What follows belongs to an exercise in optimizing a design on an open flow for small area, a short achievable clock period and few clock cycles; a production flow would make more cautious choices.
At most, simulation tests tie the RTL to the original design; equivalence was not proved.
Only the layout flow was run in runs 1 to 4; the RTL was not checked for function there.
Power is estimated from default activity; no workload was simulated.

==> constraint.sdc <==
create_clock -name core_clock -period 11.0 [get_ports {clk}]
set_input_delay 2.2000 -clock core_clock [delete_from_list [all_inputs] [get_ports {clk}]]
set_output_delay 2.2000 -clock core_clock [all_outputs]
set_load 0.01 [all_outputs]
==> standard.sh <==
#!/bin/bash
# synth_recipe.tcl (not shown) runs the flow's synth.tcl, then flattens the netlist and writes it again
# the make line also repeats each setting of config.mk as NAME=value (left out here)
make -C /OpenROAD-flow-scripts/flow DESIGN_CONFIG=/design/flow/config.mk WORK_HOME=/design/flow/orfs CLKGATE_MAP_FILE= SYNTH_SCRIPT=/design/flow/synth_recipe.tcl "${@:-finish}"
==> config.mk <==
export PLATFORM = sky130hd
export DESIGN_NAME = SimpleCPU
export DESIGN_NICKNAME = SimpleCPU
export VERILOG_FILES = /design/flow/design.v
export SDC_FILE = /design/flow/constraint.sdc
export NUM_CORES = 4
export LEC_CHECK = 0
export ABC_AREA = 1
export CAP_MARGIN = 20
export CORE_MARGIN = 2
export CORE_UTILIZATION = 40
export SLEW_MARGIN = 20
==> design.v <==
module SimpleCPU(clk, rst, data_fromRAM, wrEn, addr_toRAM, data_toRAM);
input clk, rst;
input wire [31:0] data_fromRAM;
output reg wrEn;
output reg [9:0] addr_toRAM;
output reg [31:0] data_toRAM;    
localparam S_F0  = 4'd0,   
           S_F1  = 4'd1,   
           S_2   = 4'd2,   
           S_3   = 4'd3,   
           S_4   = 4'd4,   
           S_5   = 4'd5,   
           S_IT  = 4'd6,   
           S_J   = 4'd7,   
           S_BR  = 4'd8,   
           S_NFX = 4'd9,   
           S_NFL = 4'd10,  
           S_NFH = 4'd11;  
localparam OP_ADD = 4'd0, OP_ADDi = 4'd1, OP_NAND = 4'd2, OP_NANDi = 4'd3,
           OP_SRL = 4'd4, OP_SRLi = 4'd5, OP_LT = 4'd6, OP_LTi = 4'd7,
           OP_CP = 4'd8, OP_CPi = 4'd9, OP_CPI = 4'd10, OP_CPIi = 4'd11,
           OP_BZJ = 4'd12, OP_BZJi = 4'd13, OP_MUL = 4'd14, OP_MULi = 4'd15;
reg [3:0]  state;
reg        hz;           
reg [9:0]  pc;
reg [3:0]  op;
reg [9:0]  fa;           
reg [31:0] r2;           
reg [31:0] r3;           
reg        g32;          
reg        bz;           
reg        az;           
wire [31:0] d  = data_fromRAM;
wire [31:0] r1 = data_toRAM;
wire [9:0]  pc1 = pc + 10'd1;
wire st_f1  = state == S_F1;
wire st_2   = state == S_2;
wire st_3   = state == S_3;
wire st_4   = state == S_4;
wire st_5   = state == S_5;
wire st_it  = state == S_IT;
wire st_j   = state == S_J;
wire st_br  = state == S_BR;
wire st_nfx = state == S_NFX;
wire st_nfl = state == S_NFL;
wire st_nf  = state == S_NFX || state == S_NFL || state == S_NFH;
wire op_mul  = op[3:1] == 3'b111;
wire op_alu  = ~op[3];                  
wire op_imm  = op[0];
wire op_srl  = op[3:1] == 3'b010;
wire [32:0] sum;
add32 adder (.a(r1), .b(r2), .s(sum));
wire        lt   = sum[32];
wire        srl_last = g32 | (r2[4:1] == 4'd0);
wire        srl_nz   = ~g32 & (r2[4:0] != 5'd0);
wire r3hz = (r3[31:1] == 31'd0);
wire r2lz = (r2[30:0] == 31'd0);
wire r2z  = r2lz & ~r2[31];
wire mul_last = r3hz | r2lz;
wire jz   = st_j & az;
wire take = (st_f1 & ~hz) | (st_br & ~bz) | jz;
wire d_cpi = d[31:28] == OP_CPi;
wire d_cpb = d[31] & ~d[30] & ~d[28];    
wire cpi_fast = ((st_f1 & ~hz) | (st_br & ~bz)) & d_cpi;
reg [3:0] state_n;
reg       nf;            
always @(*) begin
	nf = 1'b0;
	state_n = state;
	case (state)
	S_F0: state_n = S_F1;
	S_F1: state_n = hz ? S_F0 : d_cpi ? S_NFH : S_2;
	S_2:  if (op == OP_CP) begin nf = 1'b1; state_n = S_NFL; end
	      else if (op == OP_CPi) begin nf = 1'b1; state_n = S_NFH; end    
	      else state_n = S_3;
	S_3:  case (op)
		OP_ADDi, OP_NANDi, OP_LTi: begin nf = 1'b1; state_n = S_NFX; end
		OP_SRLi: if (srl_last) begin nf = 1'b1; state_n = S_NFX; end
		         else state_n = S_IT;
		OP_MULi: state_n = S_IT;
		OP_BZJi: state_n = S_J;
		OP_CPIi: begin nf = 1'b1; state_n = S_NFL; end
		OP_CPI: state_n = S_5;
		default: state_n = S_4;  
	      endcase
	S_4:  case (op)
		OP_SRL: state_n = S_IT;
		OP_MUL: if (r2z) begin nf = 1'b1; state_n = S_NFH; end
		        else state_n = S_IT;
		OP_BZJ: state_n = S_BR;
		default: begin nf = 1'b1; state_n = S_NFX; end  
	      endcase
	S_5:  begin nf = 1'b1; state_n = S_NFL; end
	S_IT: if (op[3] ? mul_last : srl_last) begin nf = 1'b1; state_n = S_NFH; end
	S_J:  state_n = jz ? S_2 : S_F0;
	S_BR: state_n = bz ? S_F1 : d_cpi ? S_NFH : S_2;
	S_NFX, S_NFL, S_NFH: state_n = S_F1;
	default: state_n = S_F0;
	endcase
end
wire nf_bzj = st_3 & (op == OP_BZJ);
wire pc_inc = nf | nf_bzj | cpi_fast;
wire pc_jmp = ~pc_inc & (st_j | (st_br & bz));
wire pc_keep = ~pc_inc & ~pc_jmp;
wire a_pc1 = pc_inc;
wire a_a   = take & ~cpi_fast & ~d_cpb;
wire a_ind = (take & d_cpb) | (st_3 & (op == OP_CPI));    
wire a_b   = ~pc_inc & st_2;
wire a_sum = ~take & ~pc_inc & (st_4 | st_j);                     
wire a_fa  = ~(a_a | a_pc1 | a_b | a_ind | a_sum);
always @(posedge clk) begin
	if (rst) begin
		state <= S_F0;
		pc <= 10'd0;
		addr_toRAM <= 10'd0;
		wrEn <= 1'b0;
		hz <= 1'b0;
	end else begin
		state <= state_n;
		wrEn <= st_nf;
		hz <= st_nf & (fa == pc);
		pc <= ({10{pc_inc}} & pc1) | ({10{pc_jmp}} & sum[9:0]) | ({10{pc_keep}} & pc);
		addr_toRAM <= ({10{a_a}} & d[23:14]) | ({10{a_pc1}} & pc1) | ({10{a_b}} & r2[9:0]) |
		              ({10{a_ind}} & d[9:0]) | ({10{a_sum}} & sum[9:0]) | ({10{a_fa}} & fa);
	end
end
wire op_lt   = ~op[3] & op[2] & op[1];
wire sel_zero = (st_2 & (op_mul | op == OP_BZJ)) | ((st_nfx | st_it) & op_srl & g32);
wire sel_nd   = st_3 & op_lt;
wire sel_d    = (st_3 & ((op_alu & ~op_lt) | op == OP_BZJi)) | st_nfl;
wire sel_sum  = (st_nfx & op[2:1] == 2'b00) | (st_it & op[3] & r3[0]);
wire sel_nand = st_nfx & op[2:1] == 2'b01;
wire sel_lt   = st_nfx & op[2:1] == 2'b11;
wire sel_shr  = (st_nfx | st_it) & op_srl & srl_nz;
wire sel_imm  = take;
wire r1_en = sel_imm | sel_zero | sel_nd | sel_d | sel_sum | sel_nand | sel_lt | sel_shr;
wire [31:0] r1_n = ({32{sel_d}} & d) | ({32{sel_imm}} & {18'd0, d[13:0]}) |
                   ({32{sel_nd}} & ~d) | ({32{sel_sum}} & sum[31:0]) |
                   ({32{sel_nand}} & ~(r1 & r2)) | {31'd0, sel_lt & lt} |
                   ({32{sel_shr}} & {1'b0, r1[31:1]});
wire s2_imm = take;
wire s2_d   = (st_3 & (op_mul | op == OP_BZJ)) | (st_4 & op_alu);
wire s2_shl = st_it & op[3];
wire s2_dec = st_it & ~op[3] & srl_nz;
wire s2_keep = ~(s2_imm | s2_d | s2_shl | s2_dec);
wire [31:0] r2_n = ({32{s2_d}} & d) | ({32{s2_imm}} & {18'd0, d[13:0]}) |
                   ({32{s2_shl}} & {r2[30:0], 1'b0}) |
                   ({32{s2_dec}} & {r2[31:5], r2[4:0] - 5'd1}) |
                   ({32{s2_keep}} & r2);
wire fa_cpii = st_3 & (op == OP_CPIi);
wire fa_keep = ~(take | fa_cpii);
always @(posedge clk) begin
	op <= ({4{take}} & d[31:28]) | ({4{~take}} & op);
	fa <= ({10{take}} & d[23:14]) | ({10{fa_cpii}} & d[9:0]) | ({10{fa_keep}} & fa);
	data_toRAM <= r1_n | ({32{~r1_en}} & r1);
	r2 <= r2_n;
	g32 <= (take & |d[13:5]) | (st_4 & |d[31:5]) | (~take & ~st_4 & g32);
	bz  <= (st_4 & (d == 32'd0)) | (~st_4 & bz);
	az  <= (st_3 & (d[9:0] == 10'd0)) | (~st_3 & az);
	r3 <= ({32{st_4}} & d) | ({32{st_3}} & {18'd0, r2[13:0]}) |
	      ({32{~st_3 & ~st_4}} & {1'b0, r3[31:1]});
end
endmodule
module add32(input [31:0] a, input [31:0] b, output [32:0] s);
  wire [31:0] p0 = a ^ b, g0 = a & b;
  wire [31:0] g1, p1, g2, p2, g3, p3, g4, p4, g5, p5, c;
  genvar i;
  generate for (i = 0; i < 32; i = i + 1) begin : l1
    if (i % 2 == 1) begin
      assign g1[i] = g0[i] | p0[i] & g0[i-1]; assign p1[i] = p0[i] & p0[i-1];
    end else begin
      assign g1[i] = g0[i]; assign p1[i] = p0[i];
    end
  end endgenerate
  generate for (i = 0; i < 32; i = i + 1) begin : l2
    if (i % 4 == 3) begin
      assign g2[i] = g1[i] | p1[i] & g1[i-2]; assign p2[i] = p1[i] & p1[i-2];
    end else begin
      assign g2[i] = g1[i]; assign p2[i] = p1[i];
    end
  end endgenerate
  generate for (i = 0; i < 32; i = i + 1) begin : l3
    if (i % 8 == 7) begin
      assign g3[i] = g2[i] | p2[i] & g2[i-4]; assign p3[i] = p2[i] & p2[i-4];
    end else begin
      assign g3[i] = g2[i]; assign p3[i] = p2[i];
    end
  end endgenerate
  generate for (i = 0; i < 32; i = i + 1) begin : l4
    if (i % 16 == 15) begin
      assign g4[i] = g3[i] | p3[i] & g3[i-8]; assign p4[i] = p3[i] & p3[i-8];
    end else begin
      assign g4[i] = g3[i]; assign p4[i] = p3[i];
    end
  end endgenerate
  generate for (i = 0; i < 32; i = i + 1) begin : l5
    if (i == 31) begin
      assign g5[i] = g4[i] | p4[i] & g4[i-16]; assign p5[i] = p4[i] & p4[i-16];
    end else begin
      assign g5[i] = g4[i]; assign p5[i] = p4[i];
    end
  end endgenerate
  generate for (i = 0; i < 32; i = i + 1) begin : dn
    if (i == 0 || i == 1 || i == 3 || i == 7 || i == 15 || i == 31)
      assign c[i] = g5[i];
    else if (i == 23)
      assign c[i] = g5[i] | p5[i] & c[15];
    else if (i % 8 == 7)
      assign c[i] = g5[i] | p5[i] & c[i-8];
    else if (i % 4 == 3)
      assign c[i] = g5[i] | p5[i] & c[i-4];
    else if (i % 2 == 1)
      assign c[i] = g5[i] | p5[i] & c[i-2];
    else
      assign c[i] = g0[i] | p0[i] & c[i-1];
  end endgenerate
  assign s[0] = p0[0];
  generate for (i = 1; i < 32; i = i + 1) begin : so
    assign s[i] = p0[i] ^ c[i-1];
  end endgenerate
  assign s[32] = c[31];
endmodule
==> flow/run.sh <==
#!/bin/bash
# The standard layout, with plain buffers instead of delay cells on the ports,
# and timing repair aimed at a shorter period than the clock's.
set -euo pipefail
export BUFFER_PORTS_ARGS="-buffer_cell sky130_fd_sc_hd__buf_2"
export SETUP_SLACK_MARGIN=7.75
bash standard.sh > standard.log 2>&1
==> summary.md, run 1 <==
| Metric | Value |
|---|---|
| Commonest non-fill, non-tap cell in the layout | nand2_1 |
| RSZ-0062 raised after global routing | true |
| Max Cap Viol | 0 |
| Grt total ovfl | 0 |
| IO Port Bufs | 76 |
| Pre-CTS setup slack | 6.023 ns |
| Yosys top cell area share | 0.3101 |
| Via/cell ratio | 5.745 |
| Area growth from synthesis to layout | 21.96% |
| Hold Path Sink | r3[10]$_DFF_P_ |
| CP Max Fanout | 8 |
| Die area | 22,650 um^2 |
| VDD IR-drop max | 0.0001571 V |
| Ports | 77 |
| Worst Tran Pin Value | 0.9015 ns |
| Maximum buffer depth of the clock tree | 2 |
| Slowest cell on the critical path | nor3_4 |
| Synthesized net count | 1,245 |
| WHS Path Cells | 2 |
| Total wire length | 30.31 mm |
| H-tree depth | 4 |
| # DRC | 0 |
| Fin crit period | 3.261 ns |
| Critical Path RT | 11.31 ns |
| Worst R2R Path Depth | 17 |
| Yosys warns | 1 |
| Initial antenna violation count | 0 |
| P_leak | 4.605 nW |
| Final hold violations | 0 |
| Post-Layout Cell Count | 1,535 |
| Placer's final routability congestion estimate | 0.9031 |
| Final HPWL DP | 21.31 mm |
| Dominant synthesized flop cell | dfxtp_1 |
| Die Span Y | 150.5 um |
| Worst reg-to-reg setup slack | 7.86 ns |
| Number of global-route vias before repair | 8,352 |
| Worst-Skew Late Latency | 0.44 ns |
| CTS Buf Count | 17 |
| Dpl cells | 1,474 |
| CP Cell Sequence | buf_12 > buf_4 > nor3_4 > nor2_2 > nand2_2 > buf_12 > o22ai_2 > a21oi_1 > nand2_1 > nor2_1 > nor2_1 |
| Final max-slew violation count | 0 |
| CP Capture Type | flip-flop |
| Synth async-reset ratio | 0 |
| Setup TNS | 0 ns |
| Setup-failing EPs final | 0 |
| Seq/Total Area, Yosys | 0.3311 |
| Synth cell types | 49 |
| Reg clk slew, reported paths | 0.07 ns |
| Main area contributors after synthesis | dfxtp_1, nand2_1, inv_1 |
| CTS tree | built |
| Post-synth EDFFs | 6 |
| Mapped Avg Cell Area | 7.401 um^2 |
| Status | finished clean |
| Startpoint types | input pin |
| Pwr per Cell Area | 293.6 nW/um^2 |
| Period utilisation layout | 0.2965 |
| Sink Count | 139 |
| Worst hold path class | reg2reg |
| Max incr delay on CP | 0.29 ns |
| Clock Skew | 0.01106 ns |
| Die width | 150.5 um |
| Setup CP Type | in2reg |
| Post-Syn Area | 8586 um^2 |
| Hold Buf Count CTS | 0 |
| # nets final | 1,332 |
| First-pass GRT wire length | 46.49 mm |
| Vias | 8,818 |
| 1st-pass router iterations | 8 |
| Core footprint | 21,020 um^2 |
| Root buffer cell | clkbuf_16 |
| Reg2reg start | r2[0]$_DFF_P_ |
| Post-DRT Antenna Nets | 0 |
| Most frequent cells in the layout | nand2_1, inv_1, dfxtp_1 |
| Initial DRC count | 806 |
| Hold path start | r3[11]$_DFF_P_ |
| Top delay family on crit path | simple AND/OR/NAND/NOR gates |
| Largest area contributor in the netlist | dfxtp_1 |
| Share of cells above drive strength 1 | 0.1952 |
| CP Buf/Inv Count | 3 |
| FILL cells | 2,092 |
| Cells after Synth | 1,160 |
| Relative slew slack | 0.3983 |
| Highest clock rate | 306.6 MHz |
| Arrival @ worst endpoint | 3.57 ns |
| #FFs+latches synth | 139 |
| Gr usage total | 0.2673 |
| Initial core utilization | 0.4084 |
| Avg WL per Cell | 19.74 um |
| Worst flop-to-flop path endpoint | data_toRAM[26]$_DFF_P_ |
| Final core occ | 0.4981 |
| PnR worst setup slack | 7.739 ns |
| Antenna diodes | 0 |
| Row cnt | 53 |
| Pin count of the biggest net entering global routing | 36 |
-- registers in the layout (all words and copies together), names as in the netlist, named ones only --
name and cells:
pc 10, r2 32, hz 1, data_toRAM 32
r3 32, state 4, g32 1, wrEn 1
addr_toRAM 10, fa 10
-- how the worst max path moves through the flow --
| stage | start | end | slack [ns] | cells after the start |
|---|---|---|---|---|
| global placement | data_fromRAM[30] | pc[8]$_SDFF_PP0_ | 6.07 | 9 |
| global route | data_fromRAM[29] | addr_toRAM[3]$_SDFF_PP0_ | 7.64 | 13 |
| floorplan | data_fromRAM[30] | addr_toRAM[1]$_SDFF_PP0_ | 7.66 | 10 |
| CTS | data_toRAM[0]$_DFF_P_ | data_toRAM[22]$_DFF_P_ | 7.75 | 16 |
| finish | data_fromRAM[30] | addr_toRAM[2]$_SDFF_PP0_ | 7.74 | 11 |
| detailed placement | data_fromRAM[30] | pc[8]$_SDFF_PP0_ | 6.02 | 9 |
-- cells in the mapped netlist (16+ instances only) --
cell,number
a21oi_1,44
a22oi_1,27
a31oi_1,16
clkbuf_1,23
dfxtp_1,133
fa_1,16
ha_1,35
inv_1,173
nand2_1,220
nand3_1,23
nand4_1,38
nor2_1,86
o21ai_0,62
o221ai_1,28
o22ai_1,61
xnor2_1,21
-- worst min-delay path: stages, from the launching register on --
cell and delay, ns:
dfxtp_1 0.33, nand2_1 0.05, o221ai_1 0.05
-- kinds of logic after synthesis --
group,after synthesis,share of synthesized area
and+or+nand+nor,403,0.2055
AOI/OAI and AO/OA,302,0.2338
buffers and inverters,229,0.1046
DFF,139,0.3311
adders and majority gates,51,0.08831
xor gates and xnor gates,36,0.03672
-- final cells by class --
| cell class | instances | area [um^2] | share of cell area |
|---|---|---|---|
| tap | 275 | 344.1 | 0.03286 |
| clock inverter | 8 | 76.32 | 0.007289 |
| multi-input combinational | 797 | 5264 | 0.5027 |
| inverter | 187 | 729.5 | 0.06966 |
| timing repair buffer | 105 | 664.4 | 0.06345 |
| sequential | 139 | 2860 | 0.2732 |
| clock buffer | 24 | 533.0 | 0.05090 |
-- what timing repair did --
item                                    in CTS  in global routing
pin swaps                                   12                 34
endpoints found under the setup margin      59                 47
setup buffers                                8                 16
gates resized for setup                     44                 68
gates cloned                                 3                  2
-- layer usage --
| layer | routed length [um] | GRT usage | up-vias |
|---|---|---|---|
| li1 | - | - | 4185 |
| met1 | 13610 | 0.3687 | 4207 |
| met2 | 14090 | 0.4280 | 381 |
| met3 | 2047 | 0.04455 | 45 |
| met4 | 552 | 0.08160 | 0 |
| met5 | 0 | 0 | - |
-- where the power goes --
| part | internal [mW] | switching, mW |
|---|---|---|
| Clock | 0.361 | 0.238 |
| Sequential | 0.720 | 0.198 |
| Combinational | 0.558 | 0.999 |
| Total | 1.64 | 1.44 |
-- per-stage QoR --
stage / instance area, um^2 / total power [mW] / hold slack (ns)
after floorplan: 8607 / 1.848 / 0.4289
after CTS: 10020 / 2.957 / 0.4666
after global placement: 9166 / 2.285 / 0.4461
final: 10470 / 3.075 / 0.4659
after detailed placement: 9166 / 2.296 / 0.4528
after global routing: 10470 / 3.284 / 0.4899
==> run 2, diff against run 1 <==
--- a/flow/run.sh
+++ b/flow/run.sh
@@ -3,5 +3,5 @@
 # and timing repair aimed at a shorter period than the clock's.
 set -euo pipefail
 export BUFFER_PORTS_ARGS="-buffer_cell sky130_fd_sc_hd__buf_2"
-export SETUP_SLACK_MARGIN=7.75
+export SETUP_SLACK_MARGIN=7.85
 bash standard.sh > standard.log 2>&1
==> run 2 against run 1 <==
Sequential cell count stayed put. First-iteration DRC count is 0.87% lower. Global-route usage hardly changed. Sequential share of layout area is 0.65 points higher. Non-clock buffer count is 10 higher. Critical path type unchanged. Largest cell class unchanged.
==> summary.md, run 2 <==
| Metric | Value |
|---|---|
| Via/cell ratio | 5.762 (+0.29%) |
| Die area | 22,650 um^2 (unchanged) |
| Main area contributors after synthesis | dfxtp_1, nand2_1, inv_1 |
| CP Max Fanout | 7 (-1) |
| Yosys top cell area share | 0.3101 (unchanged) |
| Final hold violations | 0 (unchanged) |
| Max incr delay on CP | 0.23 ns (-0.06 ns) |
| IO Port Bufs | 76 (unchanged) |
| Dominant synthesized flop cell | dfxtp_1 |
| Post-Syn Area | 8586 um^2 (unchanged) |
| Setup TNS | 0 ns (unchanged) |
| Worst R2R Path Depth | 16 (-1) |
| Maximum buffer depth of the clock tree | 2 (unchanged) |
| VDD IR-drop max | 0.0001543 V (-1.8%) |
| 1st-pass router iterations | 5 (-3) |
| Relative slew slack | 0.3715 (-0.02681) |
| Area growth from synthesis to layout | 21.35% |
| Highest clock rate | 302.1 MHz (-1.5%) |
| Final max-slew violation count | 0 (unchanged) |
| Most frequent cells in the layout | nand2_1, inv_1, dfxtp_1 |
| First-pass GRT wire length | 46.58 mm (+0.19%) |
| Core footprint | 21,020 um^2 (unchanged) |
| Initial antenna violation count | 0 (unchanged) |
| Placer's final routability congestion estimate | 0.9093 (+0.69%) |
| Mapped Avg Cell Area | 7.401 um^2 (unchanged) |
| Fin Hold WS | 0.4629 ns (-0.002984 ns) |
| Total wire length | 30.39 mm (+0.29%) |
| Cells after Synth | 1,160 (unchanged) |
| CTS Buf Count | 17 (unchanged) |
| Worst reg-to-reg setup slack | 7.96 ns (+0.10 ns) |
| Critical Path RT | 11.30 ns (about the same) |
| Final HPWL DP | 21.30 mm (about the same) |
| # nets final | 1,342 (+0.75%) |
| Commonest non-fill, non-tap cell in the layout | nand2_1 |
| P_leak | 4.621 nW (+0.34%) |
| Synth cell types | 49 (unchanged) |
| Crit. Startpoint | data_fromRAM[29] |
| Post-synth EDFFs | 6 (unchanged) |
| Fin crit period | 3.311 ns (+0.04913 ns) |
| Worst Setup EP | addr_toRAM[7]$_SDFF_PP0_ |
| Ports | 77 (unchanged) |
| Synth async-reset ratio | 0 (unchanged) |
| Pwr per Cell Area | 292.2 nW/um^2 (-0.50%) |
| Die width | 150.5 um (unchanged) |
| RSZ-0062 raised after global routing | true |
| Die Span Y | 150.5 um (unchanged) |
| Worst-Skew Late Latency | 0.43 ns (about the same) |
| Setup-failing EPs final | 0 (unchanged) |
| Design area | 10,420 um^2 (-0.50%) |
| Avg WL per Cell | 19.70 um (-0.23%) |
| Count leader, synth | nand2_1 |
| Arrival @ worst endpoint | 3.61 ns (+0.04 ns) |
| Commonest cells in the netlist | nand2_1, inv_1, dfxtp_1 |
| Placement Cell Area | 9166 um^2 (unchanged) |
| Grt total ovfl | 0 (unchanged) |
| Hold Buf Count CTS | 0 (unchanged) |
| Max Cap Viol | 0 (unchanged) |
| CP Capture Type | flip-flop |
| Worst flop-to-flop path endpoint | data_toRAM[15]$_DFF_P_ |
| Total power | 3.044 mW (-1.0%) |
| Row cnt | 53 (unchanged) |
| Worst Tran Pin Value | 0.9417 ns (+0.04018 ns) |
| Largest area contributor in the netlist | dfxtp_1 |
| Antenna diodes | 0 (unchanged) |
| Number of global-route vias before repair | 8,339 (-0.16%) |
| Worst hold path class | reg2reg |
| Sink Count | 139 (unchanged) |
| Post-DRT Antenna Nets | 0 (unchanged) |
| Crit-path most repeated cell | buf_6 |
| Startpoint types | input pin |
| Slowest cell on the critical path | nand4_1 |
| Seq/Total Area, Yosys | 0.3311 (unchanged) |
| Root buffer cell | clkbuf_16 |
| Initial DRC count | 799 (-0.87%) |
| Yosys warns | 1 (unchanged) |
| Clock Skew | 0.009125 ns (-0.001940 ns) |
| #FFs+latches synth | 139 (unchanged) |
| Reg clk slew, reported paths | 0.06 ns (about the same) |
| Synthesized net count | 1,245 (unchanged) |
| # DRC | 0 (unchanged) |
| Pin count of the biggest net entering global routing | 36 (unchanged) |
| Share of cells above drive strength 1 | 0.2027 (+0.007443) |
| Gr usage total | 0.2677 (+0.0004413) |
| Initial core utilization | 0.4084 (unchanged) |
| CP Cell Sequence | buf_8 > inv_4 > nand4_1 > a21oi_4 > buf_6 > buf_6 > buf_6 > a21oi_4 > buf_6 > nand4_1 > nand2_1 > nor2_1 > nor2_1 |
| Status | finished clean |
| H-tree depth | 4 (unchanged) |
| CTS tree | built |
| Largest regs | data_toRAM: 32 flops, r2: 32 flops, r3: 32 flops |
| Setup CP Type | in2reg |
| Vias | 8,890 (+0.82%) |
| Reg2reg start | data_toRAM[0]$_DFF_P_ |
| Period utilisation layout | 0.3010 (+0.004466) |
[run 2: cell types whose count changed in the layout (fill, tap and decap cells not counted), moves of 7 or more]
| cell | previous run | this run |
|---|---|---|
| dfxtp_4 | 2 | 11 |
| buf_6 | 3 | 10 |
| dfxtp_1 | 123 | 98 |
| dfxtp_2 | 8 | 24 |
| o22ai_4 | 8 | 1 |
| o22ai_1 | 52 | 61 |
[run 2: cells by family after synthesis]
logic type / Yosys count / synth area share
AOI/OAI and AO/OA: 302 / 0.2338
xor gates and xnor gates: 36 / 0.03672
adders and majority gates: 51 / 0.08831
buffers and inverters: 229 / 0.1046
DFF: 139 / 0.3311
and+or+nand+nor: 403 / 0.2055
[run 2: report_power, final]
| part | total [mW] | internal, mW | switching, mW |
|---|---|---|---|
| clock | 0.528 | 0.304 | 0.224 |
| sequential | 0.931 | 0.738 | 0.193 |
| combinational | 1.59 | 0.579 | 1.01 |
[run 2: how the worst min path moves through the flow]
stage              startpoint             end  slack [ns]  cells after the start
6_report        r3[8]$_DFF_P_   r3[7]$_DFF_P_        0.46                      2
5_1_grt         r3[2]$_DFF_P_   r3[1]$_DFF_P_        0.48                      2
4_1_cts        r3[11]$_DFF_P_  r3[10]$_DFF_P_        0.46                      2
3_5_place_dp   r3[11]$_DFF_P_  r3[10]$_DFF_P_        0.45                      2
3_3_place_gp    r3[9]$_DFF_P_   r3[8]$_DFF_P_        0.45                      2
2_1_floorplan  r3[16]$_DFF_P_  r3[15]$_DFF_P_        0.43                      2
[run 2: layout make-up]
cell class,instances,area [um^2]
fill,2089,10600
multi-input combinational,797,5132
sequential,139,2914
timing repair buffer,115,788.3
inverter,187,719.4
clock buffer,23,479.2
tap,275,344.1
clock inverter,7,41.29
[run 2: metrics by stage]
step | std cells | worst slack (ns) | util
finish | 1543 | 7.689 | 0.4956
global route | 1543 | 7.615 | 0.4956
CTS | 1525 | 7.742 | 0.4818
detailed placement | 1474 | 6.009 | 0.4360
global placement | 1474 | 6.063 | 0.4360
floorplan | 1160 | 7.661 | -
[run 2: worst max-delay path: cells and delay by family]
kind	cells	cell delay, ns
compound gates	2	0.26
buf+inv	6	0.63
simple gates	5	0.52
[run 2: timing repair]
| item | 4_1_cts | 5_1_grt |
|---|---|---|
| endpoints found under the setup margin | 82 | 75 |
| cloned | 5 | 0 |
| pin swaps | 18 | 34 |
| gates resized for setup | 81 | 49 |
| setup buffers | 16 | 18 |
[run 2: per-layer routing]
metal | global-route usage | routed length [um]
met1 | 0.3719 | 13510
met2 | 0.4207 | 14010
met3 | 0.03909 | 1936
met4 | 0.1009 | 938
met5 | 0 | 0
==> run 3, diff against run 2 <==
--- a/design.v
+++ b/design.v
@@ -59,9 +59,6 @@
 wire mul_last = r3hz | r2lz;
 wire jz   = st_j & az;
 wire take = (st_f1 & ~hz) | (st_br & ~bz) | jz;
-wire d_cpi = d[31:28] == OP_CPi;
-wire d_cpb = d[31] & ~d[30] & ~d[28];    
-wire cpi_fast = ((st_f1 & ~hz) | (st_br & ~bz)) & d_cpi;
 reg [3:0] state_n;
 reg       nf;            
 always @(*) begin
@@ -69,9 +66,9 @@
 	state_n = state;
 	case (state)
 	S_F0: state_n = S_F1;
-	S_F1: state_n = hz ? S_F0 : d_cpi ? S_NFH : S_2;
-	S_2:  if (op == OP_CP) begin nf = 1'b1; state_n = S_NFL; end
-	      else if (op == OP_CPi) begin nf = 1'b1; state_n = S_NFH; end    
+	S_F1: state_n = hz ? S_F0 : S_2;
+	S_2:  if (op == OP_CPi) begin nf = 1'b1; state_n = S_NFX; end    
+	      else if (op == OP_CP) begin nf = 1'b1; state_n = S_NFL; end
 	      else state_n = S_3;
 	S_3:  case (op)
 		OP_ADDi, OP_NANDi, OP_LTi: begin nf = 1'b1; state_n = S_NFX; end
@@ -93,21 +90,21 @@
 	S_5:  begin nf = 1'b1; state_n = S_NFL; end
 	S_IT: if (op[3] ? mul_last : srl_last) begin nf = 1'b1; state_n = S_NFH; end
 	S_J:  state_n = jz ? S_2 : S_F0;
-	S_BR: state_n = bz ? S_F1 : d_cpi ? S_NFH : S_2;
+	S_BR: state_n = bz ? S_F1 : S_2;
 	S_NFX, S_NFL, S_NFH: state_n = S_F1;
 	default: state_n = S_F0;
 	endcase
 end
 wire nf_bzj = st_3 & (op == OP_BZJ);
-wire pc_inc = nf | nf_bzj | cpi_fast;
+wire pc_inc = nf | nf_bzj;
 wire pc_jmp = ~pc_inc & (st_j | (st_br & bz));
 wire pc_keep = ~pc_inc & ~pc_jmp;
 wire a_pc1 = pc_inc;
-wire a_a   = take & ~cpi_fast & ~d_cpb;
-wire a_ind = (take & d_cpb) | (st_3 & (op == OP_CPI));    
-wire a_b   = ~pc_inc & st_2;
-wire a_sum = ~take & ~pc_inc & (st_4 | st_j);                     
-wire a_fa  = ~(a_a | a_pc1 | a_b | a_ind | a_sum);
+wire a_a   = take & d[28];
+wire a_ind = (take & ~d[28]) | (st_3 & (op == OP_CPI)) | (st_4 & (op == OP_BZJ));
+wire a_b   = ~pc_inc & st_2 & op[0];
+wire a_sum = ~take & st_j;                                  
+wire a_fa  = ~(a_a | a_pc1 | a_b | a_ind | a_sum);           
 always @(posedge clk) begin
 	if (rst) begin
 		state <= S_F0;
@@ -125,21 +122,22 @@
 	end
 end
 wire op_lt   = ~op[3] & op[2] & op[1];
-wire sel_zero = (st_2 & (op_mul | op == OP_BZJ)) | ((st_nfx | st_it) & op_srl & g32);
-wire sel_nd   = st_3 & op_lt;
-wire sel_d    = (st_3 & ((op_alu & ~op_lt) | op == OP_BZJi)) | st_nfl;
+wire sel_zero = (st_2 & (op_mul | op == OP_BZJ | op == OP_CPi)) | ((st_nfx | st_it) & op_srl & g32);
+wire sel_nd   = (op[0] ? st_3 : st_4) & op_lt;
+wire sel_d    = (st_3 & ((op_alu & op[0] & ~op_lt) | op == OP_BZJi)) |
+                (st_4 & op_alu & ~op[0] & ~op_lt) | st_nfl;
 wire sel_sum  = (st_nfx & op[2:1] == 2'b00) | (st_it & op[3] & r3[0]);
 wire sel_nand = st_nfx & op[2:1] == 2'b01;
 wire sel_lt   = st_nfx & op[2:1] == 2'b11;
 wire sel_shr  = (st_nfx | st_it) & op_srl & srl_nz;
-wire sel_imm  = take;
-wire r1_en = sel_imm | sel_zero | sel_nd | sel_d | sel_sum | sel_nand | sel_lt | sel_shr;
-wire [31:0] r1_n = ({32{sel_d}} & d) | ({32{sel_imm}} & {18'd0, d[13:0]}) |
+wire r1_en = sel_zero | sel_nd | sel_d | sel_sum | sel_nand | sel_lt | sel_shr;
+wire [31:0] r1_n = ({32{sel_d}} & d) |
                    ({32{sel_nd}} & ~d) | ({32{sel_sum}} & sum[31:0]) |
                    ({32{sel_nand}} & ~(r1 & r2)) | {31'd0, sel_lt & lt} |
                    ({32{sel_shr}} & {1'b0, r1[31:1]});
 wire s2_imm = take;
-wire s2_d   = (st_3 & (op_mul | op == OP_BZJ)) | (st_4 & op_alu);
+wire mswap  = st_4 & (op == OP_MUL) & (r2[31:12] == 20'd0);
+wire s2_d   = (st_3 & (op_mul | (op_alu & ~op[0]))) | (st_4 & ((op == OP_BZJ) | mswap));
 wire s2_shl = st_it & op[3];
 wire s2_dec = st_it & ~op[3] & srl_nz;
 wire s2_keep = ~(s2_imm | s2_d | s2_shl | s2_dec);
@@ -154,10 +152,10 @@
 	fa <= ({10{take}} & d[23:14]) | ({10{fa_cpii}} & d[9:0]) | ({10{fa_keep}} & fa);
 	data_toRAM <= r1_n | ({32{~r1_en}} & r1);
 	r2 <= r2_n;
-	g32 <= (take & |d[13:5]) | (st_4 & |d[31:5]) | (~take & ~st_4 & g32);
-	bz  <= (st_4 & (d == 32'd0)) | (~st_4 & bz);
+	g32 <= (take & |d[13:5]) | (st_3 & ~op[0] & |d[31:5]) | (~take & ~(st_3 & ~op[0]) & g32);
+	bz  <= (st_3 & (d == 32'd0)) | (~st_3 & bz);
 	az  <= (st_3 & (d[9:0] == 10'd0)) | (~st_3 & az);
-	r3 <= ({32{st_4}} & d) | ({32{st_3}} & {18'd0, r2[13:0]}) |
+	r3 <= ({32{st_4 & ~mswap}} & d) | ({{18{mswap}}, {14{st_3 | mswap}}} & r2) |
 	      ({32{~st_3 & ~st_4}} & {1'b0, r3[31:1]});
 end
 endmodule
--- a/flow/run.sh
+++ b/flow/run.sh
@@ -3,5 +3,5 @@
 # and timing repair aimed at a shorter period than the clock's.
 set -euo pipefail
 export BUFFER_PORTS_ARGS="-buffer_cell sky130_fd_sc_hd__buf_2"
-export SETUP_SLACK_MARGIN=7.85
+export SETUP_SLACK_MARGIN=7.8
 bash standard.sh > standard.log 2>&1
--- a/config.mk
+++ b/config.mk
@@ -5,7 +5,7 @@
 export SDC_FILE = /design/flow/constraint.sdc
 export NUM_CORES = 4
 export LEC_CHECK = 0
-export ABC_AREA = 1
+export ABC_AREA = 0
 export CAP_MARGIN = 20
 export CORE_MARGIN = 2
 export CORE_UTILIZATION = 40
==> run 3 against run 2 <==
Sequential cell count did not move. Final area is 2.8% lower. Via count is 7.3% lower. Still clean on timing, DRC and antenna. Core utilization fell by 0.94 points. Largest power group unchanged.
==> summary.md, run 3 <==
| Metric | Value |
|---|---|
| Status | finished clean |
| RSZ-0062 raised after global routing | true |
| H-tree depth | 4 (unchanged) |
| Synthesized net count | 1,063 (-15%) |
| First-pass GRT wire length | 44.25 mm (-5.0%) |
| Reg clk slew, reported paths | 0.06 ns (about the same) |
| Die area | 22,250 um^2 (-1.8%) |
| Synth cell types | 84 (+71%) |
| Final max-slew violation count | 0 (unchanged) |
| Post-synth EDFFs | 6 (unchanged) |
| Worst-Skew Late Latency | 0.43 ns (about the same) |
| Total wire length | 28.19 mm (-7.2%) |
| Mapped Avg Cell Area | 8.618 um^2 (+16%) |
| FILL cells | 1,997 (-4.4%) |
| Core footprint | 20,820 um^2 (-0.95%) |
| Grt total ovfl | 0 (unchanged) |
| Vias | 8,240 (-7.3%) |
| Max Cap Viol | 0 (unchanged) |
| Final HPWL DP | 18.84 mm (-12%) |
| Largest area contributor in the netlist | dfxtp_1 |
| Yosys warns | 1 (unchanged) |
| Relative slew slack | 0.5022 (+0.1307) |
| Main area contributors after synthesis | dfxtp_1, ha_1, nand2_1 |
| Ports | 77 (unchanged) |
| Setup-failing EPs final | 0 (unchanged) |
| Seq/Total Area, Yosys | 0.3373 (+0.006193) |
| Arrival @ worst endpoint | 3.69 ns (+0.08 ns) |
| Worst hold path class | reg2reg |
| Commonest non-fill, non-tap cell in the layout | nand2_1 |
| Crit-path most repeated cell | nor2_1 |
| Cells after Synth | 978 (-16%) |
| Largest regs | data_toRAM: 32 flops, r2: 32 flops, r3: 32 flops |
| Post-DRT Antenna Nets | 0 (unchanged) |
| Startpoint types | flip-flop |
| Clock Skew | 0.01103 ns (+0.001909 ns) |
| CP Max Fanout | 2 (-5) |
| Initial core utilization | 0.4048 (-0.003669) |
| Initial DRC count | 1,102 (+38%) |
| Highest clock rate | 296.0 MHz (-2.0%) |
| Antenna diodes | 0 (unchanged) |
| Critical Path RT | 11.32 ns (+0.02 ns) |
| Setup TNS | 0 ns (unchanged) |
| CP Capture Type | flip-flop |
| Sink Count | 139 (unchanged) |
| Pwr per Cell Area | 275.4 nW/um^2 (-5.7%) |
| P_leak | 4.368 nW (-5.5%) |
| Yosys top cell area share | 0.3159 (+0.005801) |
| Commonest cells in the netlist | dfxtp_1, nand2_1, inv_1 |
| Die width | 149.2 um (-0.90%) |
| Synth async-reset ratio | 0 (unchanged) |
| CP Cell Sequence | ha_4 > inv_2 > fa_2 > nor2b_4 > o2111ai_4 > a2111oi_4 > nor2_1 > nor2_1 > nor2_2 > o21ba_2 > fa_1 > xor2_1 > o22ai_1 > a211o_1 > a221o_1 |
| Period utilisation layout | 0.3071 (+0.006118) |
| # DRC | 0 (unchanged) |
| VDD IR-drop max | 0.0001219 V (-21%) |
| Avg WL per Cell | 21.15 um (+7.4%) |
| Setup CP Type | reg2reg |
| CTS tree | built |
| CTS Buf Count | 17 (unchanged) |
| 1st-pass router iterations | 7 (+2) |
| Via/cell ratio | 6.182 (+7.3%) |
| Area growth from synthesis to layout | 20.13% |
| Max incr delay on CP | 0.37 ns (+0.14 ns) |
| Pin count of the biggest net entering global routing | 41 (+14%) |
| Hold Buf Count CTS | 0 (unchanged) |
| Initial antenna violation count | 0 (unchanged) |
| Number of global-route vias before repair | 7,823 (-6.2%) |
| CP Buf/Inv Count | 1 (-5) |
| Share of cells above drive strength 1 | 0.2429 (+0.04023) |
| Final hold violations | 0 (unchanged) |
| Row cnt | 53 (unchanged) |
| Final core occ | 0.4862 (-0.009385) |
| Root buffer cell | clkbuf_16 |
| Die Span Y | 149.2 um (-0.90%) |
| Most frequent cells in the layout | nand2_1, dfxtp_1, buf_2 |
| # nets final | 1,130 (-16%) |
| Placer's final routability congestion estimate | 0.8899 (-2.1%) |
| Fin crit period | 3.378 ns (+0.06730 ns) |
| Worst Tran Pin Value | 0.7467 ns (-0.1950 ns) |
| Maximum buffer depth of the clock tree | 2 (unchanged) |
| Gr usage total | 0.2544 (-0.01329) |
| IO Port Bufs | 76 (unchanged) |
| Post-Syn Area | 8428 um^2 (-1.8%) |
| Slowest cell on the critical path | fa_2 |
| Sequential cell area | 2904 um^2 (-0.34%) |
| Area taken by multi-input logic gates | 5320 um^2 (+3.7%) |
| #FFs+latches synth | 139 (unchanged) |
| Count leader, synth | dfxtp_1 |
| Top delay family on crit path | compound AO/OA/AOI/OAI gates |
| Dominant synthesized flop cell | dfxtp_1 |
## run 3: cell types whose count changed in the layout (fill, tap and decap cells not counted), moves of 18 or more
cell	previous run	this run
a221o_1	4	25
a222oi_1	0	37
a22o_1	0	18
inv_1	164	71
nand2_1	214	108
nand4_1	38	15
o21ai_0	58	7
o221ai_1	28	4
o22ai_1	61	26
## run 3: what timing repair did
action | in CTS | in global routing
endpoints found under the setup margin | 73 | 61
gates resized for setup | 57 | 45
gates cloned | 0 | 1
pin swaps | 34 | 28
buffers inserted | 8 | 15
## run 3: final cells by class
| class | instances | share of cell area |
|---|---|---|
| flip-flops and latches | 139 | 0.2868 |
| well taps | 275 | 0.03398 |
| clock buffers | 19 | 0.04375 |
| multi-input cells | 702 | 0.5255 |
| inverters | 74 | 0.02781 |
| clock inverters | 13 | 0.01644 |
| repair buffers | 111 | 0.06574 |
## run 3: path summary, 6_finish.rpt
kind | startpoint | to | slack [ns] | cells past startpoint
worst max register to register | r2[0]$_DFF_P_ | data_toRAM[19]$_DFF_P_ | 7.62 | 15
worst max-delay path | r2[0]$_DFF_P_ | data_toRAM[19]$_DFF_P_ | 7.62 | 15
worst min-delay path | r3[21]$_DFF_P_ | r3[20]$_DFF_P_ | 0.47 | 1
worst min register to register | r3[21]$_DFF_P_ | r3[20]$_DFF_P_ | 0.47 | 1
## run 3: through the flow
step                      instance area (um^2)  power, mW  std cells  hold slack, ns  setup slack, ns
after floorplan                           8444      1.686        978          0.4426            7.789
after global placement                    9001      2.037       1277          0.4504            7.182
after detailed placement                  9001      2.050       1277          0.4525            7.157
after CTS                                 9846      2.709       1317          0.4705            7.479
after global routing                     10120      2.974       1333          0.4858            7.493
final                                    10120      2.788       1333          0.4701            7.622
## run 3: cells by family after synthesis
| logic type | Yosys count | synth area share |
|---|---|---|
| buffers and inverters | 138 | 0.06621 |
| AND/OR/NAND/NOR | 318 | 0.1915 |
| multiplexers | 3 | 0.003563 |
| AO/OA/AOI/OAI | 294 | 0.2751 |
| flip-flops | 139 | 0.3373 |
| adder cells (fa/ha/maj) | 51 | 0.08996 |
| XOR/XNOR | 35 | 0.03637 |
## run 3: power breakdown
part	total, mW	internal [mW]	switching [mW]
Combinational	1.23	0.534	0.694
Clock	0.599	0.365	0.235
Sequential	0.960	0.714	0.246
Total	2.79	1.61	1.17
## run 3: per-layer routing
metal  global-route usage  routed length, um  up-vias  part of all wire
li1                     -                  -     3867                 -
met1               0.3540              12620     3983              0.45
met2               0.3933              12670      338              0.45
met3              0.04924               2127       52             0.075
met4              0.09143                775        0             0.027
met5                    0                  0        -                 0
==> run 4, diff against run 3 <==
--- a/config.mk
+++ b/config.mk
@@ -5,7 +5,7 @@
 export SDC_FILE = /design/flow/constraint.sdc
 export NUM_CORES = 4
 export LEC_CHECK = 0
-export ABC_AREA = 0
+export ABC_AREA = 1
 export CAP_MARGIN = 20
 export CORE_MARGIN = 2
 export CORE_UTILIZATION = 40
==> run 4 against run 3 <==
Area after synthesis is 3.2% higher. Critical path depth fell by 14. Fmax up 6.3%. Core utilization fell by 0.70 points. Global-route usage grew 1.2 points. Total power up 8.3%.
==> summary.md, run 4 <==
| Metric | Value |
|---|---|
| Status | finished clean |
| Share of cells above drive strength 1 | 0.1872 (-0.05572) |
| Max Cap Viol | 0 (unchanged) |
| Commonest non-fill, non-tap cell in the layout | nand2_1 |
| Die Span Y | 151.5 um (+1.5%) |
| Most frequent cells in the layout | nand2_1, inv_1, dfxtp_1 |
| Clock Skew | 0.01505 ns (+0.004018 ns) |
| CP Capture Type | output pin |
| Worst-Skew Late Latency | 0.44 ns (about the same) |
| Design area | 10,140 um^2 (+0.14%) |
| Setup-failing EPs final | 0 (unchanged) |
| Setup CP Type | reg2out |
| Mapped Avg Cell Area | 7.557 um^2 (-12%) |
| Yosys warns | 1 (unchanged) |
| Cells after Synth | 1,151 (+18%) |
| IO Port Bufs | 76 (unchanged) |
| Hold path start | fa[8]$_DFF_P_ |
| CTS Buf Count | 17 (unchanged) |
| Commonest cells in the netlist | nand2_1, inv_1, dfxtp_1 |
| Die width | 151.5 um (+1.5%) |
| Fin Hold WS | 0.4781 ns (+0.007970 ns) |
| Slowest cell on the critical path | dfxtp_1 |
| Hold Buf Count CTS | 0 (unchanged) |
| Initial antenna violation count | 0 (unchanged) |
| Sink Count | 139 (unchanged) |
| Post-Synth XOR/XNOR Area | 0.02316 (-0.01321) |
| Placement Cell Area | 9203 um^2 (+2.2%) |
| Initial DRC count | 612 (-44%) |
| Arrival @ worst endpoint | 0.98 ns (-2.71 ns) |
| FILL cells | 2,116 (+6.0%) |
| Total wire length | 29.93 mm (+6.2%) |
| Setup TNS | 0 ns (unchanged) |
| CP Max Fanout | 3 (+1) |
| Post-synth EDFFs | 6 (unchanged) |
| PnR worst setup slack | 7.821 ns (+0.1991 ns) |
| Largest regs | data_toRAM: 32 flops, r2: 32 flops, r3: 32 flops |
| Avg WL per Cell | 19.83 um (-6.2%) |
| Period utilisation layout | 0.2890 (-0.01810) |
| Fin crit period | 3.179 ns (-0.1991 ns) |
| Grt total ovfl | 0 (unchanged) |
| Initial core utilization | 0.4112 (+0.006432) |
| Post-DRT Antenna Nets | 0 (unchanged) |
| Worst Tran Pin Value | 0.9293 ns (+0.1826 ns) |
| Synth async-reset ratio | 0 (unchanged) |
| Final core occ | 0.4793 (-0.006971) |
| Pwr per Cell Area | 297.7 nW/um^2 (+8.1%) |
| Die area | 22,940 um^2 (+3.1%) |
| Post-synthesis simple-gate area fraction | 0.2054 (+0.01390) |
| Final max-slew violation count | 0 (unchanged) |
| Startpoint types | flip-flop |
| CTS tree | built |
| Highest clock rate | 314.6 MHz (+6.3%) |
| # nets final | 1,307 (+16%) |
| CP Buf/Inv Count | 1 (unchanged) |
| Largest area contributor in the netlist | dfxtp_1 |
| Synth cell types | 58 (-31%) |
| Gr usage total | 0.2668 (+0.01231) |
| Main area contributors after synthesis | dfxtp_1, nand2_1, inv_1 |
| Core footprint | 21,150 um^2 (+1.6%) |
| # DRC | 0 (unchanged) |
| Maximum buffer depth of the clock tree | 2 (unchanged) |
| P_leak | 4.462 nW (+2.2%) |
| Synth Area in Compound Gates | 0.2486 (-0.02653) |
| RSZ-0062 raised after global routing | true |
| Row cnt | 53 (unchanged) |
| Relative slew slack | 0.3782 (-0.1240) |
| Dominant synthesized flop cell | dfxtp_1 |
| Adder-cell share of the synthesized area | 0.08717 (-0.002795) |
| Reg clk slew, reported paths | 0.06 ns (about the same) |
| Final HPWL DP | 21.32 mm (+13%) |
| Main combinational cell family by area after synthesis | compound AO/OA/AOI/OAI gates |
| Area growth from synthesis to layout | 16.56% |
| Total power | 3.018 mW (+8.3%) |
| Synthesized net count | 1,236 (+16%) |
| Final hold violations | 0 (unchanged) |
| VDD IR-drop max | 0.0001369 V (+12%) |
| CP Cell Sequence | buf_2 |
| Yosys top cell area share | 0.3061 (-0.009816) |
| Dpl cells | 1,465 (+15%) |
| #FFs+latches synth | 139 (unchanged) |
| Area taken by multi-input logic gates | 5052 um^2 (-5.0%) |
| 1st-pass router iterations | 5 (-2) |
| Seq/Total Area, Yosys | 0.3268 (-0.01048) |
| Max incr delay on CP | 0.39 ns (+0.02 ns) |
| Ports | 77 (unchanged) |
| Sequential cell area | 2874 um^2 (-1.0%) |
| Vias | 8,615 (+4.6%) |
| Post-synthesis mux area share | 0 (-0.003563) |
| Antenna diodes | 0 (unchanged) |
| Root buffer cell | clkbuf_16 |
| Pin count of the biggest net entering global routing | 33 (-20%) |
| Count leader, synth | nand2_1 |
| First-pass GRT wire length | 46.62 mm (+5.3%) |
| H-tree depth | 4 (unchanged) |
| Post-Layout Cell Count | 1,509 (+13%) |
| Post-Syn Area | 8698 um^2 (+3.2%) |
| Crit. Startpoint | data_toRAM[31]$_DFF_P_ |
| Number of global-route vias before repair | 8,131 (+3.9%) |
| Pre-CTS setup slack | 7.380 ns (+0.2233 ns) |
| Via/cell ratio | 5.709 (-7.6%) |
| Placer's final routability congestion estimate | 0.9515 (+6.9%) |
| Worst hold path class | reg2reg |
| Critical Path RT | 8.80 ns (-2.52 ns) |
| Top delay family on crit path | flip-flops |
-- run 4: worst register-to-register path: stages (launching register included) --
cell      delay (ns)
edfxtp_1        0.55
nand2_1         0.23
nor2_1          0.07
nand2_2         0.53
inv_2           0.32
nor3_2          0.41
nand3_2         0.60
o21ai_2         0.33
-- run 4: logic make-up after synthesis --
logic type	Yosys count
fa+ha+maj	51
xor+xnor	23
compound gates	320
simple gates	393
flops	139
buf+inv	225
-- run 4: path summary, 6_finish.rpt --
kind | depth (start not counted) | slack [ns] | endpoint
worst max-delay path | 1 | 7.82 | data_toRAM[31]
worst min-delay path | 2 | 0.48 | fa[8]$_DFF_P_
worst max register to register | 7 | 7.88 | data_toRAM[30]$_DFF_P_
worst min register to register | 2 | 0.48 | fa[8]$_DFF_P_
-- run 4: layout make-up --
cell class	count	area share
multi-input cells	788	0.4983
inverters	183	0.06812
well taps	275	0.03394
clock buffers	22	0.04788
repair buffers	93	0.05035
flip-flops and latches	139	0.2835
clock inverters	9	0.01789
-- run 4: report_power, final --
| part | internal [mW] | leakage [nW] | switching (mW) |
|---|---|---|---|
| clock | 0.428 | 0.322 | 0.244 |
| sequential | 0.714 | 1.16 | 0.192 |
| combinational | 0.534 | 2.98 | 0.907 |
-- run 4: what timing repair did --
item,4_1_cts,5_1_grt
setup buffers,4,8
pin swaps,3,10
cloned,0,1
endpoints found under the setup margin,30,22
gates resized for setup,26,31
-- run 4: per-layer routing --
layer,wire [um],global-route usage
met5,0,0
met4,817,0.09579
met3,2199,0.05928
met2,13380,0.4023
met1,13530,0.3746
==> run 5, diff against run 4 <==
--- a/design.v
+++ b/design.v
@@ -155,7 +155,7 @@
 	g32 <= (take & |d[13:5]) | (st_3 & ~op[0] & |d[31:5]) | (~take & ~(st_3 & ~op[0]) & g32);
 	bz  <= (st_3 & (d == 32'd0)) | (~st_3 & bz);
 	az  <= (st_3 & (d[9:0] == 10'd0)) | (~st_3 & az);
-	r3 <= ({32{st_4 & ~mswap}} & d) | ({{18{mswap}}, {14{st_3 | mswap}}} & r2) |
+	r3 <= ({32{st_4 & ~mswap}} & d) | ({32{mswap}} & r2) | ({32{st_3}} & {18'd0, r2[13:0]}) |
 	      ({32{~st_3 & ~st_4}} & {1'b0, r3[31:1]});
 end
 endmodule
--- a/flow/run.sh
+++ b/flow/run.sh
@@ -3,5 +3,5 @@
 # and timing repair aimed at a shorter period than the clock's.
 set -euo pipefail
 export BUFFER_PORTS_ARGS="-buffer_cell sky130_fd_sc_hd__buf_2"
-export SETUP_SLACK_MARGIN=7.8
+export SETUP_SLACK_MARGIN=7.75
 bash standard.sh > standard.log 2>&1
==> run 5 against run 4 <==
Still clean on timing, DRC and antenna. Fmax is 1.0% lower. Core utilization is 2.0 points lower. Count of clock-buffer cells in the layout is 3 lower. Critical endpoint is now data_toRAM[1]. Largest cell class unchanged. Largest power group unchanged.
==> summary.md, run 5 <==
| Metric | Value |
|---|---|
| Total wire length | 29.29 mm (-2.1%) |
| VDD IR-drop max | 0.0001506 V (+10%) |
| Final hold violations | 0 (unchanged) |
| Critical Path RT | 8.80 ns (about the same) |
| Initial DRC count | 810 (+32%) |
| Max incr delay on CP | 0.39 ns (about the same) |
| IO Port Bufs | 76 (unchanged) |
| Setup TNS | 0 ns (unchanged) |
| P_leak | 4.301 nW (-3.6%) |
| Commonest cells in the netlist | inv_1, nand2_1, dfxtp_1 |
| Die area | 22,990 um^2 (+0.20%) |
| Relative slew slack | 0.3238 (-0.05433) |
| Row cnt | 54 (+1.9%) |
| Die Span Y | 151.6 um (about the same) |
| Commonest non-fill, non-tap cell in the layout | inv_1 |
| Fin crit period | 3.212 ns (+0.03314 ns) |
| Hold path start | r3[18]$_DFF_P_ |
| Root buffer cell | clkbuf_16 |
| Worst R2R Path Depth | 19 (+12) |
| Clk pwr share | 0.197 (-0.026) |
| Period utilisation layout | 0.2920 (+0.003013) |
| Top delay family on crit path | flip-flops |
| Final HPWL DP | 21.08 mm (-1.1%) |
| Pwr per Cell Area | 285.1 nW/um^2 (-4.2%) |
| Post-Layout Cell Count | 1,495 (-0.93%) |
| Post-synth EDFFs | 6 (unchanged) |
| RSZ-0062 raised after global routing | true |
| CP Cell Sequence | buf_2 |
| Net Sw Power | 1.295 mW (-3.5%) |
| Yosys top cell area share | 0.3055 (-0.0006152) |
| Setup-failing EPs final | 0 (unchanged) |
| Core footprint | 21,620 um^2 (+2.2%) |
| Die width | 151.6 um (about the same) |
| GR Layer Usage met1 | 0.3664 (-0.008249) |
| Share of cells above drive strength 1 | 0.1712 (-0.01600) |
| Synth cell types | 56 (-3.4%) |
| Dominant synthesized flop cell | dfxtp_1 |
| CP Max Fanout | 4 (+1) |
| Worst Tran Pin Value | 1.012 ns (+0.08247 ns) |
| Worst reg-to-reg setup slack | 7.93 ns (+0.05 ns) |
| Initial core utilization | 0.4031 (-0.008066) |
| First-pass GRT wire length | 45.48 mm (-2.4%) |
| Pin count of the biggest net entering global routing | 33 (unchanged) |
| Largest area contributor in the netlist | dfxtp_1 |
| Worst-Skew Late Latency | 0.44 ns (about the same) |
| # DRC | 0 (unchanged) |
| Area growth from synthesis to layout | 13.92% |
| Internal power | 1.536 mW (-8.4%) |
| Crit. Startpoint | data_toRAM[1]$_DFF_P_ |
| Dpl cells | 1,462 (-0.20%) |
| Gate power share | 0.486 (+0.009) |
| Met3 Resource Use GR | 0.04102 (-0.01826) |
| Worst flop-to-flop path endpoint | data_toRAM[22]$_DFF_P_ |
| Count leader, synth | inv_1 |
| Fin Hold WS | 0.4768 ns (-0.001281 ns) |
| Placer's final routability congestion estimate | 0.8862 (-6.9%) |
| Synth async-reset ratio | 0 (unchanged) |
| Reg clk slew, reported paths | 0.06 ns (about the same) |
| Seq/Total Area, Yosys | 0.3262 (-0.0006568) |
| Largest regs | data_toRAM: 32 flops, r2: 32 flops, r3: 32 flops |
| WHS Path Cells | 2 (unchanged) |
| Maximum buffer depth of the clock tree | 2 (unchanged) |
| Sw Share | 0.4573 (+0.01274) |
| #FFs+latches synth | 139 (unchanged) |
| Vias | 8,578 (-0.43%) |
| Hold Path Sink | r3[17]$_DFF_P_ |
| Post-DRT Antenna Nets | 0 (unchanged) |
| Final max-slew violation count | 0 (unchanged) |
| Seq pwr share | 0.317 (+0.017) |
| Highest clock rate | 311.3 MHz (-1.0%) |
| Most frequent cells in the layout | inv_1, nand2_1, dfxtp_1 |
| Antenna diodes | 0 (unchanged) |
| Sink Count | 139 (unchanged) |
| Grt peak-use layer | met2 |
| H-tree depth | 4 (unchanged) |
| Reg2reg start | r2[0]$_DFF_P_ |
| Mapped Avg Cell Area | 7.619 um^2 (+0.81%) |
| Yosys warns | 1 (unchanged) |
| CP Buf/Inv Count | 1 (unchanged) |
| Main area contributors after synthesis | dfxtp_1, inv_1, nand2_1 |
| Number of global-route vias before repair | 8,160 (+0.36%) |
| Status | finished clean |
| 1st-pass router iterations | 5 (unchanged) |
| Arrival @ worst endpoint | 1.01 ns (+0.03 ns) |
| Setup CP Type | reg2out |
| Clock Skew | 0.01471 ns (-0.0003419 ns) |
| # nets final | 1,289 (-1.4%) |
| Avg WL per Cell | 19.59 um (-1.2%) |
| Initial antenna violation count | 0 (unchanged) |
| Via/cell ratio | 5.738 (+0.50%) |
| Worst hold path class | reg2reg |
| Hold Buf Count CTS | 0 (unchanged) |
| CP Capture Type | output pin |
| Startpoint types | flip-flop |
| Grt total ovfl | 0 (unchanged) |
| Synthesized net count | 1,229 (-0.57%) |
| Slowest cell on the critical path | dfxtp_1 |
| Post-Syn Area | 8716 um^2 (+0.20%) |
| CTS tree | built |
| Gr usage total | 0.2583 (-0.008436) |
| GR Util met2 | 0.3964 (-0.005882) |
| CTS Buf Count | 17 (unchanged) |
| Ports | 77 (unchanged) |
| Cells after Synth | 1,144 (-0.61%) |
| Max Cap Viol | 0 (unchanged) |
==> run 5: repair_timing <==
action,CTS,global route
resized for setup,10,23
hold endpoints to repair,0,0
setup endpoints to repair,29,21
pin swaps,2,7
buffers inserted,2,1
==> run 5: final cells by class <==
class	count	area (um^2)
clock inverter	11	95.09
clock buffer	19	452.9
timing repair buffer	83	432.9
inverter	195	734.5
tap	280	350.3
multi-input combinational	768	5009
sequential	139	2855
fill	2213	11690
==> run 5: worst min-delay path, delay by kind of cell, from the launching register on <==
kind / cells / cell delay, ns
AO/OA/AOI/OAI: 1 / 0.08
buffers and inverters: 1 / 0.06
flip-flops: 1 / 0.29
==> run 5: per-layer routing <==
metal	wire (um)	part of all wire	vias to the layer above
li1	-	-	4089
met1	13410	0.46	4068
met2	13020	0.44	366
met3	2160	0.074	55
met4	699	0.024	0
met5	0	0	-
==> run 5: how the worst max path moves through the flow <==
| stage | slack, ns | end | depth (start not counted) |
|---|---|---|---|
| 6_report | 7.79 | data_toRAM[1] | 1 |
| 5_1_grt | 7.73 | data_toRAM[22]$_DFF_P_ | 19 |
| 4_1_cts | 7.74 | data_toRAM[30]$_DFF_P_ | 18 |
| 3_5_place_dp | 7.25 | data_toRAM[30]$_DFF_P_ | 18 |
| 3_3_place_gp | 7.35 | g32$_DFF_P_ | 7 |
| 2_1_floorplan | 7.98 | g32$_DFF_P_ | 6 |
==> run 5: cell families after synthesis <==
kind of cell	synth area share
flops	0.3262
simple gates	0.2050
xor+xnor	0.03015
fa+ha+maj	0.08699
compound gates	0.2406
buf+inv	0.1111
==> run 5: stage by stage <==
stage	util	area (um^2)	setup slack [ns]	total power, mW
finish	0.4593	9930	7.788	2.831
global route	0.4593	9930	7.734	3.034
floorplan	-	8716	7.978	1.807
CTS	0.4547	9832	7.743	2.779
global placement	0.4275	9243	7.355	2.195
detailed placement	0.4275	9243	7.251	2.199
==> run 5: power by group through the flow <==
| stage | registers [mW] | clock network, mW | logic [mW] |
|---|---|---|---|
| final | 0.897 | 0.559 | 1.37 |
| after CTS | 0.889 | 0.563 | 1.33 |
| after floorplan | 0.870 | 0 | 0.937 |
| after detailed placement | 0.897 | 0 | 1.30 |
| after global placement | 0.896 | 0 | 1.30 |
| after global routing | 0.922 | 0.584 | 1.53 |
Testbench counts of run 5, summed over its fixed seeds: cycles 245,510.
==> run 6, diff against run 5 <==
--- a/flow/run.sh
+++ b/flow/run.sh
@@ -3,5 +3,5 @@
 # and timing repair aimed at a shorter period than the clock's.
 set -euo pipefail
 export BUFFER_PORTS_ARGS="-buffer_cell sky130_fd_sc_hd__buf_2"
-export SETUP_SLACK_MARGIN=7.75
+export SETUP_SLACK_MARGIN=7.85
 bash standard.sh > standard.log 2>&1
==> run 6 against run 5 <==
First-iteration DRC count fell by 0.12%. Global-route usage rose by 0.12 points. Clock power barely moved. Final cell count rose by 0.40%. Total power rose by 1.9%. Non-clock buffer count rose by 6. Clock skew fell by 0.0021 ns. Sequential cell count did not move. Combinational power rose by 4%. Die area did not move. Largest power group unchanged. Final area rose by 1.9%. Hold slack got worse by 0.0012 ns. Critical path type unchanged.
==> summary.md, run 6 <==
| Metric | Value |
|---|---|
| Status | finished clean |
| Sink Count | 139 (unchanged) |
| Commonest non-fill, non-tap cell in the layout | inv_1 |
| Vias | 8,697 (+1.4%) |
| FILL cells | 2,195 (-0.81%) |
| Top delay family on crit path | flip-flops |
| Gr usage total | 0.2595 (+0.001205) |
| # DRC | 0 (unchanged) |
| Yosys warns | 1 (unchanged) |
| Seq pwr share | 0.314 (-0.003) |
| Row cnt | 54 (unchanged) |
| Post-synthesis mux area share | 0 (unchanged) |
| Post-Synth XOR/XNOR Area | 0.03015 (unchanged) |
| Largest area contributor in the netlist | dfxtp_1 |
| Hold Path Sink | r3[17]$_DFF_P_ |
| Commonest cells in the netlist | inv_1, nand2_1, dfxtp_1 |
| CTS Buf Count | 17 (unchanged) |
| Final max-slew violation count | 0 (unchanged) |
| Hold path start | r3[18]$_DFF_P_ |
| Worst hold path class | reg2reg |
| Post-DRT Antenna Nets | 0 (unchanged) |
| CP Buf/Inv Count | 1 (unchanged) |
| CP Capture Type | output pin |
| VDD IR-drop max | 0.0001495 V (-0.73%) |
| Arrival @ worst endpoint | 0.94 ns (-0.07 ns) |
| Dominant synthesized flop cell | dfxtp_1 |
| First-pass GRT wire length | 45.70 mm (+0.49%) |
| Synth Area in Compound Gates | 0.2406 (unchanged) |
| Main combinational cell family by area after synthesis | compound AO/OA/AOI/OAI gates |
| Final HPWL DP | 21.08 mm (unchanged) |
| Placer's final routability congestion estimate | 0.8862 (unchanged) |
| WHS Path Cells | 2 (unchanged) |
| Setup TNS | 0 ns (unchanged) |
| Root buffer cell | clkbuf_16 |
| Grt total ovfl | 0 (unchanged) |
| # nets final | 1,295 (+0.47%) |
| Synthesized net count | 1,229 (unchanged) |
| Setup CP Type | reg2out |
| Maximum buffer depth of the clock tree | 2 (unchanged) |
| Antenna diodes | 0 (unchanged) |
| Ports | 77 (unchanged) |
| Pre-CTS setup slack | 7.251 ns (unchanged) |
| Main area contributors after synthesis | dfxtp_1, inv_1, nand2_1 |
| H-tree depth | 4 (unchanged) |
| Via/cell ratio | 5.794 (+0.98%) |
| Worst Tran Pin Value | 1.003 ns (-0.008809 ns) |
| Gate power share | 0.492 (+0.006) |
| Initial DRC count | 809 (-0.12%) |
| RSZ-0062 raised after global routing | true |
| Post-synth EDFFs | 6 (unchanged) |
| Mapped Avg Cell Area | 7.619 um^2 (unchanged) |
| Max incr delay on CP | 0.36 ns (-0.03 ns) |
| Adder-cell share of the synthesized area | 0.08699 (unchanged) |
| Slowest cell on the critical path | dfxtp_2 |
| Reg2reg start | r2[0]$_DFF_P_ |
| Share of cells above drive strength 1 | 0.2088 (+0.03765) |
| IO Port Bufs | 76 (unchanged) |
| Yosys top cell area share | 0.3055 (unchanged) |
| Total wire length | 29.58 mm (+1.0%) |
| Internal power | 1.574 mW (+2.5%) |
| Relative slew slack | 0.3297 (+0.005886) |
| Pwr per Cell Area | 285.0 nW/um^2 (about the same) |
| Critical Path RT | 8.80 ns (about the same) |
| Clock Skew | 0.01260 ns (-0.002111 ns) |
| Net Sw Power | 1.309 mW (+1.1%) |
| Period utilisation layout | 0.2856 (-0.006415) |
| Highest clock rate | 318.3 MHz (+2.2%) |
| Number of global-route vias before repair | 8,196 (+0.44%) |
| Post-synthesis simple-gate area fraction | 0.2050 (unchanged) |
| CP Max Fanout | 3 (-1) |
| Fin crit period | 3.141 ns (-0.07056 ns) |
| CTS tree | built |
| CP Cell Sequence | buf_4 |
| Setup-failing EPs final | 0 (unchanged) |
| Most frequent cells in the layout | inv_1, nand2_1, dfxtp_1 |
| Pin count of the biggest net entering global routing | 33 (unchanged) |
| Area growth from synthesis to layout | 16.09% |
| Worst reg-to-reg setup slack | 7.89 ns (-0.04 ns) |
| Synth async-reset ratio | 0 (unchanged) |
| Worst R2R Path Depth | 18 (-1) |
| Max Cap Viol | 0 (unchanged) |
| Largest regs | data_toRAM: 32 flops, r2: 32 flops, r3: 32 flops |
| Core footprint | 21,620 um^2 (unchanged) |
| PnR worst setup slack | 7.859 ns (+0.07056 ns) |
| Seq/Total Area, Yosys | 0.3262 (unchanged) |
| 1st-pass router iterations | 5 (unchanged) |
| Die width | 151.6 um (unchanged) |
| Startpoint types | flip-flop |
| Sw Share | 0.4540 (-0.003380) |
| Worst-Skew Late Latency | 0.44 ns (about the same) |
| Initial core utilization | 0.4031 (unchanged) |
| Post-Syn Area | 8716 um^2 (unchanged) |
| Synth cell types | 56 (unchanged) |
| #FFs+latches synth | 139 (unchanged) |
| Die Span Y | 151.6 um (unchanged) |
| Die area | 22,990 um^2 (unchanged) |
| Initial antenna violation count | 0 (unchanged) |
| Avg WL per Cell | 19.71 um (+0.59%) |
| P_leak | 4.334 nW (+0.77%) |
| Count leader, synth | inv_1 |
| Clk pwr share | 0.194 (-0.003) |
| Cells after Synth | 1,144 (unchanged) |
| Final hold violations | 0 (unchanged) |
| Reg clk slew, reported paths | 0.06 ns (about the same) |
| Worst flop-to-flop path endpoint | data_toRAM[30]$_DFF_P_ |
-- run 6: worst max path at each step --
stage / startpoint / endpoint / cells past startpoint
6_report: data_toRAM[0]$_DFF_P_ / data_toRAM[0] / 1
5_1_grt: r2[9]$_DFF_P_ / data_toRAM[31]$_DFF_P_ / 14
4_1_cts: r2[0]$_DFF_P_ / data_toRAM[30]$_DFF_P_ / 18
3_5_place_dp: r2[0]$_DFF_P_ / data_toRAM[30]$_DFF_P_ / 18
3_3_place_gp: data_fromRAM[19] / g32$_DFF_P_ / 7
2_1_floorplan: data_fromRAM[11] / g32$_DFF_P_ / 6
-- run 6: per-layer routing --
| metal | global-route usage | part of all wire | up-vias | wire (um) |
|---|---|---|---|---|
| met3 | 0.04012 | 0.072 | 55 | 2142 |
| li1 | - | - | 4102 | - |
| met2 | 0.3995 | 0.45 | 398 | 13220 |
| met1 | 0.3679 | 0.46 | 4142 | 13520 |
| met5 | 0 | 0 | - | 0 |
| met4 | 0.09398 | 0.024 | 0 | 702 |
-- run 6: layout make-up --
class	instances	area, um^2	share of cell area
Tap cell	280	350.3	0.03462
Clock inverter	11	95.09	0.009398
Sequential cell	139	2908	0.2874
Clock buffer	19	452.9	0.04476
Multi-Input combinational cell	768	5061	0.5002
Timing Repair Buffer	89	505.5	0.04996
Inverter	195	745.7	0.07370
-- run 6: cell families (layout without fill, tap and decap cells) --
family	Yosys count	in the layout
AND/OR/NAND/NOR	370	370
adder cells (fa/ha/maj)	51	51
AO/OA/AOI/OAI	317	317
XOR/XNOR	30	30
buffers and inverters	237	314
flip-flops	139	139
-- run 6: per-stage QoR --
stage	hold slack (ns)	cells	utilization	power [mW]	instance area (um^2)
floorplan	0.4501	1144	-	1.807	8716
global placement	0.4629	1462	0.4275	2.195	9243
detailed placement	0.4672	1462	0.4275	2.199	9243
CTS	0.4762	1497	0.4597	2.810	9938
global route	0.5046	1501	0.4680	3.088	10120
finish	0.4757	1501	0.4680	2.883	10120
-- run 6: timing repair --
item / 4_1_cts / 5_1_grt
pin swaps: 2 / 15
hold buffers: 0 / 0
buffers inserted: 5 / 4
resized for setup: 48 / 44
endpoints found under the hold margin: 0 / 0
endpoints found under the setup margin: 60 / 28
-- run 6: power by group through the flow --
| stage | Sequential, mW | Clock [mW] | Combinational (mW) |
|---|---|---|---|
| CTS | 0.896 | 0.563 | 1.35 |
| floorplan | 0.870 | 0 | 0.937 |
| detailed placement | 0.897 | 0 | 1.30 |
| global route | 0.932 | 0.584 | 1.57 |
| finish | 0.906 | 0.559 | 1.42 |
| global placement | 0.896 | 0 | 1.30 |
